From an optimization exercise on the open Yosys and OpenROAD flow, aimed at a short achievable clock period and few clock cycles; shortcuts taken in it are not production practice. Function was checked by simulation only, so behaviour that the tests miss may differ from the original. Power is estimated from default activity; no workload was simulated.

==> v3 <==
// CPU
module CPU(
    input clk,
    input reset, reset_btb,
    input [31:0] idata,
    output [31:0] iaddr,
    input [31:0] drdata,
    output [31:0] daddr,
    output [31:0] dwdata,
    output [3:0] we,
    output [31:0] x31,
    output [31:0] pc
);
    localparam NB = 8;        
    localparam NBL = 3;
    localparam TW = 12;       
    reg [31:0] pc_f;
    reg        d_v;
    reg [31:0] d_ins;
    reg [31:0] d_pc;
    reg [31:0] d_pn;         
    reg [21:0] d_jlo;        
    reg [13:0] d_blo;        
    reg [10:0] d_jhp, d_jhm;  
    reg [18:0] d_bhp, d_bhm;  
    reg [31:0] d_seq;        
    reg        d_hit;
    reg        d_use1, d_use2;   
    reg        d_stp;        
    reg [NBL-1:0] d_hidx;
    reg [1:0]  d_ctr;
    reg        e_v;
    reg        e_wen;
    reg [4:0]  e_rd;
    reg        e_ld, e_st, e_br, e_jal, e_jalr;
    reg [2:0]  e_f3;
    reg [31:0] e_a, e_b, e_sd, e_i, e_pre;
    reg        e_s_add, e_s_sub, e_s_and, e_s_or, e_s_xor, e_s_sll, e_s_srl, e_s_sra, e_s_slt, e_s_sltu, e_s_pre;
    reg [31:0] e_seq, e_tgt;
    reg        e_m_t, e_m_nt;
    reg [31:0] e_pn;
    reg [31:0] e_pc;
    reg        e_hit;
    reg [NBL-1:0] e_hidx;
    reg [1:0]  e_ctr;
    reg        m_wen;
    reg [4:0]  m_rd;
    reg        m_ld;
    reg [2:0]  m_f3;
    reg [31:0] m_res;
    reg [31:0] m_addr;
    reg [31:0] m_wd;
    reg [3:0]  m_we;
    reg        u_v;
    reg        u_br;
    reg        u_ctl;
    reg        u_tk;
    reg        u_alloc;
    reg [31:0] u_pc;
    reg [31:0] u_tgt;
    reg        u_hit;
    reg [NBL-1:0] u_hidx;
    reg [1:0]  u_ctr;
    reg        w_wen;
    reg [4:0]  w_rd;
    reg [31:0] w_res;
    reg [31:0] rf [1:31];
    wire [31:0] pc_next, sum;
    wire [31:0] pc_q, daddr_q, x31_q;
    oreg u_opc(.clk(clk), .d(pc_next), .q(pc_q));
    oreg u_odaddr(.clk(clk), .d(sum), .q(daddr_q));
    oreg u_ox31(.clk(clk), .d((w_wen && w_rd == 5'd31) ? w_res : x31_q), .q(x31_q));
    assign iaddr = pc_q;
    assign pc = pc_q;
    assign daddr = daddr_q;
  ...
Settings: LEC_CHECK=0, CAP_MARGIN=20, CORE_MARGIN=2, CORE_UTILIZATION=40, SLEW_MARGIN=20, SYNTH_HIERARCHICAL=1; clock period 10.0 ns.
standard.sh (not shown) runs the stock make flow with config.mk's settings and CLKGATE_MAP_FILE= SYNTH_SCRIPT=/design/flow/synth_recipe.tcl, a recipe that flattens the netlist after the stock synthesis.
==> flow/flow/run.sh <==
#!/bin/bash
set -euo pipefail
cd "$(dirname "$0")/.."
MARGIN=6.5
bash standard.sh synth > synth.log 2>&1
sed "s/\"\${@:-finish}\"/SETUP_SLACK_MARGIN=$MARGIN \"\${@:-finish}\"/" standard.sh > standard_margin.sh
grep -q "SETUP_SLACK_MARGIN=$MARGIN" standard_margin.sh
bash standard_margin.sh finish > layout.log 2>&1
test -f out/final.def
==> v10: changes against v3 <==
--- a/flow/design.v
+++ b/flow/design.v
@@ -207,35 +207,31 @@
     wire [31:0] pre_d = o_lui ? imm_u : o_auipc ? d_au : d_seq;
     wire d_red = ~d_hit & d_stp;
     wire stall = d_v & e_ld & e_wen &
                  ((use1 & (rs1 == e_rd)) | (use2 & (rs2 == e_rd)));
     wire [31:0] m_out;
-    reg [31:0] ldv;
-    wire m_f1 = m_wen & (m_rd == rs1);
-    wire m_f2 = m_wen & (m_rd == rs2);
-    wire w_f1 = w_wen & (w_rd == rs1);
-    wire w_f2 = w_wen & (w_rd == rs2);
+    wire [31:0] rv1 = (rs1 == 5'd0) ? 32'd0 :
+                      (m_wen && m_rd == rs1) ? m_out :
+                      (w_wen && w_rd == rs1) ? w_res : rf[rs1];
+    wire [31:0] rv2 = (rs2 == 5'd0) ? 32'd0 :
+                      (m_wen && m_rd == rs2) ? m_out :
+                      (w_wen && w_rd == rs2) ? w_res : rf[rs2];
     wire fa_em = e_v & e_wen & (e_rd == rs1) & use1;
     wire fb_em = e_v & e_wen & (e_rd == rs2) & use2;
-    wire [4:0] sa = {fa_em, ~fa_em & m_f1 & m_ld, ~fa_em & m_f1 & ~m_ld, ~fa_em & ~m_f1 & w_f1,
-                     ~fa_em & ~m_f1 & ~w_f1 & (rs1 != 5'd0)};
-    wire [4:0] ss = {fb_em, ~fb_em & m_f2 & m_ld, ~fb_em & m_f2 & ~m_ld, ~fb_em & ~m_f2 & w_f2,
-                     ~fb_em & ~m_f2 & ~w_f2 & (rs2 != 5'd0)};
-    wire [4:0] sb = useimm ? 5'd0 : ss;
     wire [31:0] res;
     wire [31:0] fa = e_a;
     wire [31:0] in2 = e_b;
     wire [31:0] sd = e_sd;
     wire [31:0] imm_b = {{20{ins[31]}}, ins[7], ins[30:25], ins[11:8], 1'b0};
     wire [31:0] imm_j = {{12{ins[31]}}, ins[19:12], ins[20], ins[30:21], 1'b0};
     wire pn_tg;
     eqsum u_pntg(.a(d_pc), .b(o_jal ? imm_j : imm_b), .c(d_pn), .eq(pn_tg));
     wire pn_seq = d_pn == d_seq;
     wire id_redir_c = d_v & d_red & ~stall;
+    wire [31:0] pc_rest = reset ? 32'd0 : stall ? pc_f : f_pn0;
     wire [31:0] pc_e;
-    ao4w u_pce(.s0(~reset & stall), .s1(~reset & id_redir_c), .s2(~reset & ~stall & ~id_redir_c), .s3(1'b0),
-               .d0(pc_f), .d1(d_tg), .d2(f_pn0), .d3(32'd0), .o(pc_e));
+    mux2w u_pce(.s(id_redir_c & ~reset), .a(d_tg), .b(pc_rest), .o(pc_e));
     wire dv_early = ~id_redir_c & (stall ? d_v : 1'b1);
     wire ev_early = d_v & ~stall;
     wire ewen_early = d_v & ~stall & wen_d;
     wire [31:0] a_d, b_d, sd_d;
     wire [31:0] e_ash;
@@ -245,12 +241,11 @@
     wire cond, jalr_ok;
     exalu u_exalu(.a(fa), .b(in2), .f3(e_f3),
               .s_add(e_s_add), .s_sub(e_s_sub), .s_and(e_s_and), .s_or(e_s_or), .s_xor(e_s_xor),
               .s_sll(e_s_sll), .s_srl(e_s_srl), .s_sra(e_s_sra), .s_slt(e_s_slt), .s_sltu(e_s_sltu),
               .s_pre(e_s_pre), .pre(e_pre), .imm(e_i), .pn(e_pn), .ash(e_ash), .bsh(e_bsh),
-              .ldv(ldv), .m_res(m_res), .w_res(w_res), .rf1(rf[rs1]), .rf2(rf[rs2]), .ialu(ialu),
-              .sa(sa), .sb(sb), .ss(ss), .useimm(useimm),
+              .rv1(rv1), .rv2(rv2), .ialu(ialu), .fa_em(fa_em), .fb_em(fb_em), .useimm(useimm),
               .res(res), .sum(sum), .cond(cond), .jalr_ok(jalr_ok),
               .a_d(a_d), .b_d(b_d), .sd_d(sd_d));
     wire mis_t = e_v & e_m_t;
     wire mis_nt = e_v & e_m_nt;
     wire mis_o = e_v & (e_jal ? e_m_t : e_m_nt);
@@ -276,10 +271,11 @@
             2'd2: begin wd = sd; wm = 4'b1111; end
             default: begin wd = sd; wm = 4'b0000; end
         endcase
         if (!(e_v & e_st) | e_f3[2]) wm = 4'd0;
     end
+    reg [31:0] ldv;
     always @(*) begin
         case (m_f3[1:0])
             2'd0: begin
                 case (m_addr[1:0])
                     2'd0: ldv = {{24{~m_f3[2] & drdata[7]}}, drdata[7:0]};
@@ -408,13 +404,12 @@
     input [2:0] f3,
     input s_add, s_sub, s_and, s_or, s_xor, s_sll, s_srl, s_sra, s_slt, s_sltu, s_pre,
     input [31:0] pre, imm, pn,
     input [31:0] ash,
     input [4:0] bsh,
-    input [31:0] ldv, m_res, w_res, rf1, rf2, ialu,
-    input [4:0] sa, sb, ss,
-    input useimm,
+    input [31:0] rv1, rv2, ialu,
+    input fa_em, fb_em, useimm,
     output [31:0] res,
     output [31:0] sum,
     output cond,
     output jalr_ok,
     output [31:0] a_d, b_d, sd_d
@@ -432,16 +427,13 @@
                  ({32{s_sll}} & sh_l) | ({32{s_srl}} & sh_r) | ({32{s_sra}} & sh_a) |
                  {31'd0, (s_slt & lt) | (s_sltu & ltu)} |
                  ({32{s_pre}} & pre);
     bcond u_bc(.a(a), .b(b), .f3(f3), .cond(cond));
     jalrchk u_jc(.a(a), .imm(imm), .pn(pn), .ok(jalr_ok));
-    assign a_d = ({32{sa[4]}} & res) | ({32{sa[3]}} & ldv) | ({32{sa[2]}} & m_res) |
-                 ({32{sa[1]}} & w_res) | ({32{sa[0]}} & rf1);
-    assign b_d = ({32{sb[4]}} & res) | ({32{sb[3]}} & ldv) | ({32{sb[2]}} & m_res) |
-                 ({32{sb[1]}} & w_res) | ({32{sb[0]}} & rf2) | ({32{useimm}} & ialu);
-    assign sd_d = ({32{ss[4]}} & res) | ({32{ss[3]}} & ldv) | ({32{ss[2]}} & m_res) |
-                  ({32{ss[1]}} & w_res) | ({32{ss[0]}} & rf2);
+    assign a_d = fa_em ? res : rv1;
+    assign b_d = useimm ? ialu : fb_em ? res : rv2;
+    assign sd_d = fb_em ? res : rv2;
 endmodule
 module pcfin(
     input br, jalr, cond, jok, v, reset,
     input [31:0] pc_a, pc_b, pc_o, pc_e, sum,
     input mis_t, mis_nt, mis_o,
==> v7: changes against v3 <==
--- a/flow/design.v
+++ b/flow/design.v
@@ -24,18 +24,20 @@
     reg [18:0] d_bhp, d_bhm;  
     reg [31:0] d_seq;        
     reg        d_hit;
     reg        d_use1, d_use2;   
     reg        d_stp;        
+    reg [31:1] d_oh1;        
     reg [NBL-1:0] d_hidx;
     reg [1:0]  d_ctr;
     reg        e_v;
     reg        e_wen;
     reg [4:0]  e_rd;
     reg        e_ld, e_st, e_br, e_jal, e_jalr;
     reg [2:0]  e_f3;
     reg [31:0] e_a, e_b, e_sd, e_i, e_pre;
+    reg        e_zok, e_zz;  
     reg        e_s_add, e_s_sub, e_s_and, e_s_or, e_s_xor, e_s_sll, e_s_srl, e_s_sra, e_s_slt, e_s_sltu, e_s_pre;
     reg [31:0] e_seq, e_tgt;
     reg        e_m_t, e_m_nt;
     reg [31:0] e_pn;
     reg [31:0] e_pc;
@@ -111,10 +113,14 @@
     incdec #(19) u_fbh(.x(pc_f[31:13]), .p(f_bhp), .m(f_bhm));
     wire [10:0] f_jhp, f_jhm;
     incdec #(11) u_fjh(.x(pc_f[31:21]), .p(f_jhp), .m(f_jhm));
     wire [31:0] f_pn = f_pn0;
     wire [6:0] f_op = idata[6:0];
+    reg [31:1] f_oh1;
+    integer q;
+    always @(*)
+        for (q = 1; q < 32; q = q + 1) f_oh1[q] = idata[19:15] == q;
     wire f_jal = f_op == 7'b1101111;
     wire f_br = f_op == 7'b1100011;
     wire [2:0] f_f3 = idata[14:12];
     wire f_use1 = ~((f_op == 7'b0110111) | (f_op == 7'b0010111) | f_jal);
     wire f_use2 = f_br | (f_op == 7'b0100011) | (f_op == 7'b0110011);
@@ -228,14 +234,29 @@
     wire [31:0] imm_b = {{20{ins[31]}}, ins[7], ins[30:25], ins[11:8], 1'b0};
     wire [31:0] imm_j = {{12{ins[31]}}, ins[19:12], ins[20], ins[30:21], 1'b0};
     wire pn_tg;
     eqsum u_pntg(.a(d_pc), .b(o_jal ? imm_j : imm_b), .c(d_pn), .eq(pn_tg));
     wire pn_seq = d_pn == d_seq;
-    wire id_redir_c = d_v & d_red & ~stall;
+    wire zp_ok = o_imm & (f3 == 3'd0) & ~fa_em & ~(m_f1 & m_ld);
+    reg [31:0] rf1_oh;
+    always @(*) begin
+        rf1_oh = 32'd0;
+        for (q = 1; q < 32; q = q + 1) rf1_oh = rf1_oh | ({32{d_oh1[q]}} & rf[q]);
+    end
+    wire [31:0] zp_a = ({32{sa[2]}} & m_res) | ({32{sa[1]}} & w_res) | ({32{sa[0]}} & rf1_oh);
+    wire [31:0] zp_neg = 32'd0 - imm_i;
+    wire zp_zero = zp_a == zp_neg;
+    wire z_src = o_br & (f3[2:1] == 2'b00) & (rs2 == 5'd0) & (rs1 != 5'd0) &
+                 e_wen & (e_rd == rs1) & e_zok;
+    wire z_tk = f3[0] ? ~e_zz : e_zz;
+    wire z_red = z_src & (z_tk ^ (d_hit & d_ctr[1]));
+    wire d_redir = z_src ? z_red : d_red;
+    wire [31:0] d_rtgt = (z_src & ~z_tk) ? d_seq : d_tg;
+    wire id_redir_c = d_v & d_redir & ~stall;
     wire [31:0] pc_e;
     ao4w u_pce(.s0(~reset & stall), .s1(~reset & id_redir_c), .s2(~reset & ~stall & ~id_redir_c), .s3(1'b0),
-               .d0(pc_f), .d1(d_tg), .d2(f_pn0), .d3(32'd0), .o(pc_e));
+               .d0(pc_f), .d1(d_rtgt), .d2(f_pn0), .d3(32'd0), .o(pc_e));
     wire dv_early = ~id_redir_c & (stall ? d_v : 1'b1);
     wire ev_early = d_v & ~stall;
     wire ewen_early = d_v & ~stall & wen_d;
     wire [31:0] a_d, b_d, sd_d;
     wire [31:0] e_ash;
@@ -245,11 +266,11 @@
     wire cond, jalr_ok;
     exalu u_exalu(.a(fa), .b(in2), .f3(e_f3),
               .s_add(e_s_add), .s_sub(e_s_sub), .s_and(e_s_and), .s_or(e_s_or), .s_xor(e_s_xor),
               .s_sll(e_s_sll), .s_srl(e_s_srl), .s_sra(e_s_sra), .s_slt(e_s_slt), .s_sltu(e_s_sltu),
               .s_pre(e_s_pre), .pre(e_pre), .imm(e_i), .pn(e_pn), .ash(e_ash), .bsh(e_bsh),
-              .ldv(ldv), .m_res(m_res), .w_res(w_res), .rf1(rf[rs1]), .rf2(rf[rs2]), .ialu(ialu),
+              .ldv(ldv), .m_res(m_res), .w_res(w_res), .rf1(rf1_oh), .rf2(rf[rs2]), .ialu(ialu),
               .sa(sa), .sb(sb), .ss(ss), .useimm(useimm),
               .res(res), .sum(sum), .cond(cond), .jalr_ok(jalr_ok),
               .a_d(a_d), .b_d(b_d), .sd_d(sd_d));
     wire mis_t = e_v & e_m_t;
     wire mis_nt = e_v & e_m_nt;
@@ -324,10 +345,11 @@
             d_bhp <= f_bhp;
             d_bhm <= f_bhm;
             d_seq <= f_seq;
             d_hit <= f_hit;
             d_use1 <= f_use1;
+            d_oh1 <= f_oh1;
             d_use2 <= f_use2;
             d_stp <= f_stp;
             d_hidx <= f_hidx;
             d_ctr <= f_ctr;
         end
@@ -346,12 +368,14 @@
         e_s_add <= s_add; e_s_sub <= s_sub; e_s_and <= s_and; e_s_or <= s_or; e_s_xor <= s_xor;
         e_s_sll <= s_sll; e_s_srl <= s_srl; e_s_sra <= s_sra; e_s_slt <= s_slt; e_s_sltu <= s_sltu;
         e_s_pre <= s_pre;
         e_seq <= d_seq;
         e_tgt <= d_tg;
-        e_m_t <= ~d_red & ~pn_tg;
-        e_m_nt <= o_jal ? ~d_red & ~pn_tg : d_red ? (imm_b != 32'd4) : ~pn_seq;
+        e_m_t <= ~z_red & ~(d_red & ~z_src) & ~pn_tg;
+        e_m_nt <= ~z_red & (o_jal ? ~d_red & ~pn_tg : (d_red & ~z_src) ? (imm_b != 32'd4) : ~pn_seq);
+        e_zok <= zp_ok;
+        e_zz <= zp_zero;
         e_pn <= d_pn;
         e_pc <= d_pc;
         e_hit <= d_hit;
         e_hidx <= d_hidx;
         e_ctr <= d_ctr;
==> summary.md <==
| Metric | Value |
|---|---|
| Max FFs per register | `992` |
| Total power | `23.3 mW` |
| # nets final | `8,711` |
| Outcome | `timing/DRC/antenna clean` |
| DR vias | `75,727` |
| Peak Freq | `274 MHz` |
| Clk slew on worst S/H paths | `0.06 ns` |
| Met1 WL | `159 mm` |
| Die W | `529 um` |
The numbers above come from v10.

==> summary.md <==
| Metric | Value |
|---|---|
| DR vias | `85,133` |
| Total power | `26.2 mW` |
| Outcome | `timing/DRC/antenna clean` |
| Clk slew on worst S/H paths | `0.07 ns` |
| Met1 WL | `173 mm` |
| Peak Freq | `283 MHz` |
| Max FFs per register | `1,024` |
The numbers above come from v7.

==> summary.md <==
| Metric | Value |
|---|---|
| Die W | `529 um` |
| Peak Freq | `279 MHz` |
| Met1 WL | `157 mm` |
| Outcome | `timing/DRC/antenna clean` |
| Total power | `25.8 mW` |
| Clk slew on worst S/H paths | `0.06 ns` |
The numbers above come from v3.

Testbench counts of v3, summed over its fixed seeds: cycles 80,066.
Testbench counts of v10, summed over its fixed seeds: cycles 80,066.
Testbench counts of v7, summed over its fixed seeds: cycles 79,097.

re-timing with driven ports:
In the flow no input, the clock included, has a driving cell. The finished layouts below were timed again as built, in two steps.
Step 1 sets driving cells, clkbuf_16 on the clock port and buf_2 on the other inputs (assumed; they add their load-dependent delay and slew).
Step 2 adds t to the input delays and takes it off the output delays; t is the mean of the earliest and latest rising clock arrival at the registers after step 1. Input paths then give back, and output paths get back, about the clock's delay inside the block.
Slacks: ideal / step 1 / step 2; pairs: ideal / step 1.
| run | shift t [ns] | setup slack, ns | worst data-port slew with drivers (ns) |
|---|---|---|---|
| v3 | 0.986 | 6.417 / 6.391 / 5.547 | 0.23 |
| v10 | 0.998 | 6.351 / 6.351 / 5.450 | 0.16 |
| v7 | 1.000 | 6.463 / 6.414 / 5.460 | 0.29 |
After both steps every run listed still meets setup and hold. The setup slack of v7, which loses most, moves by -0.049 ns with the drivers and by -1.003 ns with both steps.
